Context: an optimization exercise on an open-source flow, tuned for small area and a short achievable clock period. The choices shown serve that exercise and are no tape-out recipe.

== the baseline ==
==> flow/design.v <==
module ARMSIM(
	input CLOCK_50, rst, fu_EN,
	output[31:0] imem_addr,
	input[31:0] imem_data,
	output dmem_r_en, dmem_w_en,
	output[31:0] dmem_addr, dmem_wdata,
	input[31:0] dmem_rdata,
	output wb_en,
	output[3:0] wb_dest,
	output[31:0] wb_data
);
	wire clk = CLOCK_50;
	function cond_ok;
		input [3:0] c;
		input [3:0] f;  
		begin
			case (c)
				4'b0000: cond_ok = f[2];
				4'b0001: cond_ok = ~f[2];
				4'b0010: cond_ok = f[1];
				4'b0011: cond_ok = ~f[1];
				4'b0100: cond_ok = f[3];
				4'b0101: cond_ok = ~f[3];
				4'b0110: cond_ok = f[0];
				4'b0111: cond_ok = ~f[0];
				4'b1000: cond_ok = f[1] & ~f[2];
				4'b1001: cond_ok = ~f[1] & f[2];
				4'b1010: cond_ok = f[3] == f[0];
				4'b1011: cond_ok = f[3] != f[0];
				4'b1100: cond_ok = ~f[2] & (f[3] == f[0]);
				4'b1101: cond_ok = ~f[2] | (f[3] != f[0]);
				default: cond_ok = 1'b1;
			endcase
		end
	endfunction
	reg [31:0] pc;
	reg [31:0] f_ins;           
	reg [31:0] f_prev;          
	reg f_stall;                
	reg fu_r;                   
	reg [3:0] sr;               
	reg x_wb, x_mr, x_mw, x_br, x_s;    
	reg x_nh;                   
	reg [3:0] x_cond, x_dest;
	reg [31:0] x_a;             
	reg [31:0] x_bv;            
	reg [11:0] x_so;            
	reg [4:0] x_rot;            
	reg x_lsl, x_t11;           
	reg x_los;
	reg x_inv, x_cinc, x_cin1;
	reg x_sum, x_and, x_or, x_xor, x_mov;   
	reg x_fa_mem, x_fb_mem, x_fa_wb, x_fb_wb;
	reg m_wb, m_mr, m_mw, m_sel;
	reg [3:0] m_dest;
	reg [31:0] m_alu, m_st;
	reg w_wb;
	reg [3:0] w_dest;
	reg [31:0] w_val;
	reg [31:0] rf [0:15];
	reg [15:0] rv;              
	wire x_ok = cond_ok(x_cond, sr) & x_nh;
	wire e_wb = x_wb & x_ok;
	wire e_mr = x_mr & x_ok;
	wire e_mw = x_mw & x_ok;
	wire e_br = x_br & x_ok;
	wire e_s  = x_s & x_ok;
	wire [31:0] opa = x_fa_wb ? w_val : x_fa_mem ? m_alu : x_a;
	wire [31:0] opb = x_fb_wb ? w_val : x_fb_mem ? m_alu : x_bv;
	wire [63:0] rot2 = {opb, opb} >> x_rot;
	wire [4:0] sh_n = x_so[11:7];
	reg [31:0] keep;
	integer k;
	always @(*) begin
		for (k = 0; k < 32; k = k + 1)
			keep[k] = x_t11 | (x_lsl ? (k >= sh_n) : (k + sh_n < 32));
	end
	wire [31:0] shv = {x_t11 ? opb[0] : rot2[31], rot2[30:0]} & keep;
	wire [31:0] val2 = x_los ? {20'b0, x_so} : shv;
	wire [31:0] b2 = x_inv ? ~val2 : val2;
	wire cin = x_cin1 | (x_cinc & sr[1]);
	wire [31:0] pg = opa ^ b2;
	wire [31:0] g0 = opa & b2;
	reg [31:0] gg, pp;
	reg [32:0] c;
	integer l, j;
	always @(*) begin
		gg = g0;
		pp = pg;
		for (l = 0; l < 5; l = l + 1)
			for (j = 0; j < 32; j = j + 1)
				if (j & (1 << l)) begin
					gg[j] = gg[j] | (pp[j] & gg[((j >> l) << l) - 1]);
					pp[j] = pp[j] & pp[((j >> l) << l) - 1];
				end
		c = {gg | (pp & {32{cin}}), cin};
	end
	wire [31:0] sum = pg ^ c[31:0];
	wire [31:0] lres = ({32{x_and}} & g0) | ({32{x_or}} & (g0 | pg))
	                 | ({32{x_xor}} & pg) | ({32{x_mov}} & b2);
	wire [31:0] alu = ({32{x_sum}} & sum) | lres;
	wire z_sum = &(~(pg ^ {opa[30:0] | b2[30:0], cin}));
	wire f_z = x_sum ? z_sum : (lres == 32'b0);
	wire f_c = x_sum & (c[32] ^ x_inv);
	wire f_v = x_sum & (c[32] ^ c[31]);
	wire [3:0] flags = {alu[31], f_z, f_c, f_v};
	wire [31:0] ins = f_stall ? f_prev : f_ins;
	wire [1:0] mode = ins[27:26];
	wire [3:0] op = ins[24:21];
	wire i_s = ins[20];
	wire i_imm = ins[25];
	wire [3:0] src1 = ins[19:16];
	wire is_ls = (op == 4'b0100) && (mode == 2'b01);
	wire [3:0] src2 = is_ls ? ins[15:12] : (!i_imm && !ins[4]) ? ins[3:0] : 4'b0;
	wire dp = (mode == 2'b00);
	reg d_wbop;
	always @(*) begin
		case (op)
			4'b1101, 4'b1111, 4'b0100, 4'b0101, 4'b0010, 4'b0110,
			4'b0000, 4'b1100, 4'b0001: d_wbop = 1'b1;
			default: d_wbop = 1'b0;
		endcase
	end
	wire d_wb = (dp & d_wbop) | (is_ls & i_s);
	wire d_mr = is_ls & i_s;
	wire d_mw = is_ls & ~i_s;
	wire d_br = (mode == 2'b10) && (op == 4'b0111);
	wire d_s  = dp & i_s;
	reg d_inv, d_cinc, d_cin1, d_sum, d_and, d_or, d_xor, d_mov;
	always @(*) begin
		{d_inv, d_cinc, d_cin1, d_sum, d_and, d_or, d_xor, d_mov} = 8'b0;
		if (dp) begin
			case (op)
				4'b1101: d_mov = 1'b1;                                 
				4'b1111: begin d_mov = 1'b1; d_inv = 1'b1; end         
				4'b0100: d_sum = 1'b1;                                 
				4'b0101: begin d_sum = 1'b1; d_cinc = 1'b1; end        
				4'b0010, 4'b1010: begin d_sum = 1'b1; d_inv = 1'b1; d_cin1 = 1'b1; end  
				4'b0110: begin d_sum = 1'b1; d_inv = 1'b1; d_cinc = 1'b1; end  
				4'b1100: d_or = 1'b1;                                  
				4'b0001: d_xor = 1'b1;                                 
				default: d_and = 1'b1;                                 
			endcase
		end else begin
			d_sum = 1'b1;  
		end
	end
	wire d_immdp = i_imm & ~is_ls & ~d_br;
	wire [63:0] rimm = {24'b0, ins[7:0], 24'b0, ins[7:0]} >> {ins[11:8], 1'b0};
	wire d_sh0 = d_br | d_immdp;      
	wire [11:0] d_so = (d_sh0 & ~is_ls) ? 12'b0 : ins[11:0];
	wire [4:0] d_rot = (d_so[6:5] == 2'b00) ? 5'd0 - d_so[11:7] :
	                   (d_so[6:5] == 2'b11) ? 5'd0 : d_so[11:7];
	wire [31:0] wbv_n = m_sel ? dmem_rdata : m_alu;
	wire use_b = ~d_sh0 | is_ls;
	wire fa_wb_n  = fu_r & ~d_br & m_wb & (m_dest == src1);
	wire fa_mem_n = fu_r & ~d_br & e_wb & (x_dest == src1) & ~fa_wb_n;
	wire fb_wb_n  = fu_r & use_b & m_wb & (m_dest == src2);
	wire fb_mem_n = fu_r & use_b & e_wb & (x_dest == src2) & ~fb_wb_n;
	wire [15:0] dec1 = 16'b1 << src1;
	wire [15:0] dec2 = 16'b1 << src2;
	wire a_rf = ~d_br;
	wire b_rf = use_b;
	reg [31:0] a_n, b_n;
	integer r;
	always @(*) begin
		a_n = ({32{d_br}} & pc)
		    | ({32{a_rf & ~|(dec1 & rv)}} & {28'b0, src1});
		b_n = ({32{d_br}} & {{8{ins[23]}}, ins[23:0]})
		    | ({32{d_immdp}} & rimm[31:0])
		    | ({32{b_rf & ~|(dec2 & rv)}} & {28'b0, src2});
		for (r = 0; r < 16; r = r + 1) begin
			a_n = a_n | ({32{a_rf & dec1[r] & rv[r]}} & rf[r]);
			b_n = b_n | ({32{b_rf & dec2[r] & rv[r]}} & rf[r]);
		end
	end
	wire d_ok_late = cond_ok(ins[31:28], e_s ? flags : sr);
	wire ex1 = (x_dest == src1), ex2 = (x_dest == src2);
	wire me1 = (m_dest == src1), me2 = (m_dest == src2);
	wire haz_early = fu_r ? (e_mr & (ex1 | ex2))
	                      : ((e_wb & (ex1 | (~i_imm & ex2))) | (m_wb & (me1 | (~i_imm & me2))));
	wire haz_k = ~fu_r & i_imm & d_mw & ((e_wb & ex2) | (m_wb & me2));
	wire hazard = haz_early | (haz_k & d_ok_late);
	always @(posedge clk) begin
		fu_r <= fu_EN;
		if (rst)
			pc <= 32'b0;
		else if (!hazard)
			pc <= e_br ? sum : pc + 32'd1;
		f_ins <= (rst || e_br) ? 32'b0 : imem_data;
		f_prev <= ins;
		f_stall <= ~rst & hazard;
		if (rst)
			sr <= 4'b0;
		else if (e_s)
			sr <= flags;
		if (rst || e_br)
			{x_wb, x_mr, x_mw, x_br, x_s} <= 5'b0;
		else
			{x_wb, x_mr, x_mw, x_br, x_s} <= {d_wb, d_mr, d_mw, d_br, d_s};
		x_nh <= ~hazard;
		x_cond <= ins[31:28];
		x_dest <= ins[15:12];
		x_a <= a_n;
		x_bv <= b_n;
		x_so <= d_so;
		x_rot <= d_rot;
		x_lsl <= (d_so[6:5] == 2'b00);
		x_t11 <= (d_so[6:5] == 2'b11);
		x_los <= is_ls;
		{x_inv, x_cinc, x_cin1} <= {d_inv, d_cinc, d_cin1};
		{x_sum, x_and, x_or, x_xor, x_mov} <= {d_sum, d_and, d_or, d_xor, d_mov};
		{x_fa_mem, x_fb_mem} <= {fa_mem_n, fb_mem_n};
		{x_fa_wb, x_fb_wb} <= {fa_wb_n, fb_wb_n};
		if (rst)
			{m_wb, m_mr, m_mw} <= 3'b0;
		else
			{m_wb, m_mr, m_mw} <= {e_wb, e_mr, e_mw};
		m_sel <= x_mr;
		m_dest <= x_dest;
		m_alu <= alu;
		m_st <= opb;
		if (rst)
			rv <= 16'b0;
		else if (m_wb)
			rv[m_dest] <= 1'b1;
		if (m_wb)
			rf[m_dest] <= wbv_n;
		w_wb <= rst ? 1'b0 : m_wb;
		w_dest <= m_dest;
		w_val <= wbv_n;
	end
	assign imem_addr = pc;
	assign dmem_r_en = m_mr;
	assign dmem_w_en = m_mw;
	assign dmem_addr = m_alu;
	assign dmem_wdata = m_st;
	assign wb_en = w_wb;
	assign wb_dest = w_dest;
	assign wb_data = w_val;
endmodule
clock: 25.0 ns
lec_check: 0
abc_area: 1
cap_margin: 75
core_margin: 2
core_utilization: 40
setup_slack_margin: 0.5
slew_margin: 75
standard.sh (not shown) runs the stock make flow with config.mk's settings and CLKGATE_MAP_FILE= SYNTH_SCRIPT=/design/flow/synth_recipe.tcl, a recipe that flattens the netlist after the stock synthesis.
==> flow/flow/run.sh <==
#!/bin/bash
# The standard layout with two changes after the standard synthesis:
# the ports get plain buffers (buf_2), and the delay cells are kept out of
# the buffering that placement and repair do (they are slow buffers).
set -euo pipefail
bash standard.sh synth > synth.log 2>&1
export BUFFER_PORTS_ARGS="-buffer_cell sky130_fd_sc_hd__buf_2"
export DONT_USE_CELLS="sky130_fd_sc_hd__clkdlybuf4s15_1 sky130_fd_sc_hd__clkdlybuf4s15_2 sky130_fd_sc_hd__clkdlybuf4s18_1 sky130_fd_sc_hd__clkdlybuf4s18_2 sky130_fd_sc_hd__clkdlybuf4s25_1 sky130_fd_sc_hd__clkdlybuf4s25_2 sky130_fd_sc_hd__clkdlybuf4s50_1 sky130_fd_sc_hd__clkdlybuf4s50_2 sky130_fd_sc_hd__dlygate4sd1_1 sky130_fd_sc_hd__dlygate4sd2_1 sky130_fd_sc_hd__dlygate4sd3_1 sky130_fd_sc_hd__dlymetal6s2s_1 sky130_fd_sc_hd__dlymetal6s4s_1 sky130_fd_sc_hd__dlymetal6s6s_1"
bash standard.sh > layout.log 2>&1
#### Input delta (the candidate over the baseline)
-- flow/design.v --
<<< the baseline, line 51
	reg x_inv, x_cinc, x_cin1;
	reg x_sum, x_and, x_or, x_xor, x_mov;   
	reg x_fa_mem, x_fb_mem, x_fa_wb, x_fb_wb;
	reg m_wb, m_mr, m_mw, m_sel;
	reg [3:0] m_dest;
>>> the candidate, line 51
	reg x_inv, x_cinc, x_cin1;
	reg x_sum, x_and, x_or, x_xor, x_mov;   
	reg x_fa_mem, x_fb_mem, x_fa_ld, x_fb_ld;
	reg m_wb, m_mr, m_mw, m_sel;
	reg [3:0] m_dest;
<<< the baseline, line 66
	wire e_br = x_br & x_ok;
	wire e_s  = x_s & x_ok;
	wire [31:0] opa = x_fa_wb ? w_val : x_fa_mem ? m_alu : x_a;
	wire [31:0] opb = x_fb_wb ? w_val : x_fb_mem ? m_alu : x_bv;
	wire [63:0] rot2 = {opb, opb} >> x_rot;
	wire [4:0] sh_n = x_so[11:7];
>>> the candidate, line 66
	wire e_br = x_br & x_ok;
	wire e_s  = x_s & x_ok;
	wire [31:0] opa = x_fa_ld ? w_val : x_fa_mem ? m_alu : x_a;
	wire [31:0] opb = x_fb_ld ? w_val : x_fb_mem ? m_alu : x_bv;
	wire [63:0] rot2 = {opb, opb} >> x_rot;
	wire [4:0] sh_n = x_so[11:7];
<<< the baseline, line 160
	wire [15:0] dec1 = 16'b1 << src1;
	wire [15:0] dec2 = 16'b1 << src2;
	wire a_rf = ~d_br;
	wire b_rf = use_b;
	reg [31:0] a_n, b_n;
	integer r;
	always @(*) begin
		a_n = ({32{d_br}} & pc)
		    | ({32{a_rf & ~|(dec1 & rv)}} & {28'b0, src1});
		b_n = ({32{d_br}} & {{8{ins[23]}}, ins[23:0]})
		    | ({32{d_immdp}} & rimm[31:0])
		    | ({32{b_rf & ~|(dec2 & rv)}} & {28'b0, src2});
		for (r = 0; r < 16; r = r + 1) begin
>>> the candidate, line 160
	wire [15:0] dec1 = 16'b1 << src1;
	wire [15:0] dec2 = 16'b1 << src2;
	wire a_rf = ~d_br & ~fa_wb_n;
	wire b_rf = use_b & ~fb_wb_n;
	reg [31:0] a_n, b_n;
	integer r;
	always @(*) begin
		a_n = ({32{d_br}} & pc)
		    | ({32{fa_wb_n & ~m_sel}} & m_alu)
		    | ({32{a_rf & ~|(dec1 & rv)}} & {28'b0, src1});
		b_n = ({32{d_br}} & {{8{ins[23]}}, ins[23:0]})
		    | ({32{d_immdp}} & rimm[31:0])
		    | ({32{fb_wb_n & ~m_sel}} & m_alu)
		    | ({32{b_rf & ~|(dec2 & rv)}} & {28'b0, src2});
		for (r = 0; r < 16; r = r + 1) begin
<<< the baseline, line 212
		{x_sum, x_and, x_or, x_xor, x_mov} <= {d_sum, d_and, d_or, d_xor, d_mov};
		{x_fa_mem, x_fb_mem} <= {fa_mem_n, fb_mem_n};
		{x_fa_wb, x_fb_wb} <= {fa_wb_n, fb_wb_n};
		if (rst)
			{m_wb, m_mr, m_mw} <= 3'b0;
>>> the candidate, line 214
		{x_sum, x_and, x_or, x_xor, x_mov} <= {d_sum, d_and, d_or, d_xor, d_mov};
		{x_fa_mem, x_fb_mem} <= {fa_mem_n, fb_mem_n};
		{x_fa_ld, x_fb_ld} <= {fa_wb_n & m_sel, fb_wb_n & m_sel};
		if (rst)
			{m_wb, m_mr, m_mw} <= 3'b0;
[summary]
- Going from the baseline to the candidate, number of antenna cells inserted climbed 3; count of non-filler cells in the finished layout shows an increase of 119.
- The simple logic cell fraction of the synthesized area in the candidate sits 0.90 points above the value recorded for the baseline.
- Relative to the baseline, cell row count has increased by about 0.8% in the candidate.
- Looking at worst slack on hold paths across the candidate and the baseline, the one that comes out higher is the baseline.
- Global-route wire length before repair of the candidate exceeds that of the baseline by a few percent.
- On flip-flop and latch area, the candidate and the baseline are neck and neck.
No run of this note included a check of the RTL's function; only the layout flow was run.

========
Setup of rev 12:
ARMSIM, a different RTL version from the one above (not shown whole).
Size: roughly 820 flip-flops, ~0.042 sq mm of cells after synthesis.
clock: 25.0 ns
lec_check: 0
abc_area: 1
cap_margin: 75
core_margin: 2
core_utilization: 40
setup_slack_margin: 0.5
slew_margin: 75
run.sh (not shown) runs the stock make flow with config.mk's settings and CLKGATE_MAP_FILE= SYNTH_SCRIPT=/design/flow/synth_recipe.tcl, a recipe that flattens the netlist after the stock synthesis.
Stock flow here: none of the scripts above is used.
Inputs modified between rev 12 and rev 13:
--- a/flow/design.v
+++ b/flow/design.v
@@ -81,26 +81,27 @@
 	wire [31:0] b2 = x_inv ? ~val2 : val2;
 	wire cin = x_cin1 | (x_cinc & sr[1]);
 	wire [31:0] pg = opa ^ b2;
 	wire [31:0] g0 = opa & b2;
 	reg [31:0] gg, pp;
 	reg [32:0] c;
 	integer l, j;
 	always @(*) begin
 		gg = g0;
+		gg[0] = gg[0] | (pg[0] & cin);
 		pp = pg;
 		for (l = 0; l < 5; l = l + 1)
 			for (j = 0; j < 32; j = j + 1)
 				if (j & (1 << l)) begin
 					gg[j] = gg[j] | (pp[j] & gg[((j >> l) << l) - 1]);
 					pp[j] = pp[j] & pp[((j >> l) << l) - 1];
 				end
-		c = {gg | (pp & {32{cin}}), cin};
+		c = {gg, cin};
 	end
 	wire [31:0] sum = pg ^ c[31:0];
 	wire [31:0] lres = ({32{x_and}} & g0) | ({32{x_or}} & (g0 | pg))
 	                 | ({32{x_xor}} & pg) | ({32{x_mov}} & b2);
 	wire [31:0] alu = ({32{x_sum}} & sum) | lres;
 	wire z_sum = &(~(pg ^ {opa[30:0] | b2[30:0], cin}));
 	wire f_z = x_sum ? z_sum : (lres == 32'b0);
 	wire f_c = x_sum & (c[32] ^ x_inv);
 	wire f_v = x_sum & (c[32] ^ c[31]);
--- outcome ---
Rev 13: full flow OK, the timing, design-rule and antenna checks passed. Rev 13 vs. rev 12: number of global-route vias before repair decreased by 118 relative to the old numbers, die area closely matched the old numbers. Number of buffers outside the clock class in the layout shrinks by a few percent when moving from rev 12 to rev 13. Between rev 13 and rev 12, the difference in maximum clock rate is negligible. Post-route met1 wirelength for rev 13 is higher than for rev 12.
No functional check of the RTL was part of any run of this note.

[port drivers added, routing unchanged]
Ports are ideal in the flow. The routed layouts listed here were re-timed in OpenROAD.
Step 1 sets driving cells, clkbuf_16 on the clock port and buf_2 on the other inputs (assumed; they add their load-dependent delay and slew).
Step 2 times the ports against the registers' clock, not the clock port: input delays grow and output delays shrink by t, the midpoint of the rising clock arrivals with the driver on.
Slacks: ideal ports / drivers / drivers and shift; pairs: ideal ports / drivers.
run | shift t [ns] | setup slack, ns | worst hold slack (ns) | clock arrival spread, ns
the baseline | 0.750 | 18.373 / 18.373 / 18.373 | 0.367 / 0.367 / 0.367 | 0.044 / 0.045
the candidate | 0.770 | 18.279 / 18.279 / 18.279 | 0.349 / 0.349 / 0.349 | 0.055 / 0.055
rev 12 | 0.770 | 18.124 / 18.042 / 18.381 | 0.351 / 0.351 / 0.351 | 0.033 / 0.032
rev 13 | 0.762 | 18.111 / 18.043 / 18.118 | 0.353 / 0.353 / 0.353 | 0.048 / 0.047
After both steps every run listed still meets setup and hold.
